From an optimization exercise on the open Yosys and OpenROAD flow, aimed at a short achievable clock period and few clock cycles; shortcuts taken in it are not production practice. Where RTL was checked, it was by simulation tests only, not by an equivalence proof against the original. Power is estimated from default activity; no workload was simulated.

## v26
## manta_style
module manta_style (
    input clk,
    input rst,
    output [15:0] imem_addr,
    input  [15:0] imem_rdata,
    output [15:0] dmem_addr,
    output        dmem_we,
    output [15:0] dmem_wdata,
    input  [15:0] dmem_rdata
);
Size: roughly 580 flip-flops, about 0.034 mm² of cells after synthesis.
clock: 8.5 ns
lec_check: 0
abc_clock_period_in_ps: 3000
cap_margin: 40
core_margin: 2
core_utilization: 40
place_density: 0.6
setup_slack_margin: 5
slew_margin: 40
run.sh (not shown) runs the stock make flow with config.mk's settings and CLKGATE_MAP_FILE= SYNTH_SCRIPT=/design/flow/synth_recipe.tcl, a recipe that flattens the netlist after the stock synthesis.
Here is what was changed in the inputs of v34 compared with v26.
-- flow/design.v --
<<< v26, line 304
    wire s155 = c100 ^ c102 ^ c104;
    wire c156 = (c100 & c102) | (c100 & c104) | (c102 & c104);
    wire ovf1 = hi_any | c8 | c10 | c12 | c50 | c52 | c54 | c56 | c106 | c108 | c110;
    reg ovf1_q;
    reg c154_q;
    reg c156_q;
    reg q0_0;
    reg q0_1;
>>> v34, line 304
    wire s155 = c100 ^ c102 ^ c104;
    wire c156 = (c100 & c102) | (c100 & c104) | (c102 & c104);
    wire ovf1 = hi_any | c8 | c10 | c12 | c50 | c52 | c54 | c56 | c106 | c108 | c110 | c154 | c156;
    reg ovf1_q;
    reg q0_0;
    reg q0_1;
<<< v26, line 426
        q2_15 <= c150;
        q3_15 <= c152;
        c154_q <= c154;
        c156_q <= c156;
    end
    wire s157 = q0_3 ^ q1_3;
>>> v34, line 424
        q2_15 <= c150;
        q3_15 <= c152;
    end
    wire s157 = q0_3 ^ q1_3;
<<< v26, line 486
    wire [15:0] rb = {c208, c206, c204, c202, c200, c198, c196, c194, c192, c190, c188, c186, c184, q2_2, q1_1, 1'b0};
    wire [16:0] sum = {1'b0, ra} + {1'b0, rb};
    wire ovf = ovf1_q | sum[16] | c182 | c210 | c154_q | c156_q;
    assign product = ovf ? 16'hffff : sum[15:0];
endmodule
>>> v34, line 482
    wire [15:0] rb = {c208, c206, c204, c202, c200, c198, c196, c194, c192, c190, c188, c186, c184, q2_2, q1_1, 1'b0};
    wire [16:0] sum = {1'b0, ra} + {1'b0, rb};
    wire ovf = ovf1_q | sum[16] | c182 | c210;
    assign product = ovf ? 16'hffff : sum[15:0];
endmodule
<<< v26, line 587
    reg [15:0] e_a, e_b, e_s, e_pc1;
    reg        e_fam, e_faw, e_fbm, e_fbw, e_fsm, e_fsw;
    reg        e_mfam, e_mfaw, e_mfbm, e_mfbw;
    reg        e_bt;             
    reg        e_jp;             
>>> v34, line 583
    reg [15:0] e_a, e_b, e_s, e_pc1;
    reg        e_fam, e_faw, e_fbm, e_fbw, e_fsm, e_fsw;
    reg        e_bt;             
    reg        e_jp;             
<<< v26, line 625
    );
    wire [15:0] mul_out;
    wire [15:0] x_ma = e_mfam ? m_res : (e_mfaw ? w_res : e_a);
    wire [15:0] x_mb = e_mfbm ? m_res : (e_mfbw ? w_res : e_b);
    multiplier3 mul (.clk(clk), .A(x_ma), .B(x_mb), .product(mul_out));
    wire x_redir = e_valid && ((e_bne && e_bt && (x_a == x_s)) ||
                               (e_jalr && !(e_jp && (x_a == e_pbase))));
>>> v34, line 620
    );
    wire [15:0] mul_out;
    multiplier3 mul (.clk(clk), .A(x_a), .B(x_b), .product(mul_out));
    wire x_redir = e_valid && ((e_bne && e_bt && (x_a == x_s)) ||
                               (e_jalr && !(e_jp && (x_a == e_pbase))));
<<< v26, line 685
        e_fsm  <= d_he2;
        e_fsw  <= d_hm2;
        e_mfam <= d_he1 && (d_op == 4'h5);
        e_mfaw <= d_hm1 && (d_op == 4'h5);
        e_mfbm <= d_he2 && (d_op == 4'h5);
        e_mfbw <= d_hm2 && (d_op == 4'h5);
        e_bt   <= (d_ra != d_rc);
        e_jp   <= d_jp;
>>> v34, line 678
        e_fsm  <= d_he2;
        e_fsw  <= d_hm2;
        e_bt   <= (d_ra != d_rc);
        e_jp   <= d_jp;
Notes after the runs:
- v34 vs v26, switching power total went up by about 2.4%.
- Setup WNS v26 -> v34: worse
- Sort v34 and v26 by final layout net count asc -> top: v34
- [compare] base=v26 new=v34: fraction of power consumed by the clock network increased 1.1 points; minimum clock period after layout increased 0.78 ns.
Testbench counts of v34, summed over its fixed seeds: cycles 541,542.
For v26, only the layout was checked, not whether the RTL still works.

what the ideal ports hide:
How much do the figures lean on ideal ports? The routed layouts below were timed once more, with nothing changed but the port constraints. Step 1 sets driving cells, clkbuf_16 on the clock port and buf_2 on the other inputs (assumed; they add their load-dependent delay and slew). Step 2 adds t to the input delays and takes it off the output delays; t is the mean of the earliest and latest rising clock arrival at the registers after step 1. Input paths then give back, and output paths get back, about the clock's delay inside the block. Three values: ideal, step 1, step 2; two values: the first two.
run	t, ns	slack for setup (ns)	cell pins on the clock port's net
v26	0.683	4.892 / 4.892 / 4.407	1
v34	0.682	4.109 / 4.109 / 4.109	1
After both steps setup and hold are still met in every run listed. For v26, which loses most, drivers alone change the setup slack by 0.000 ns; drivers and shift together by -0.485 ns.
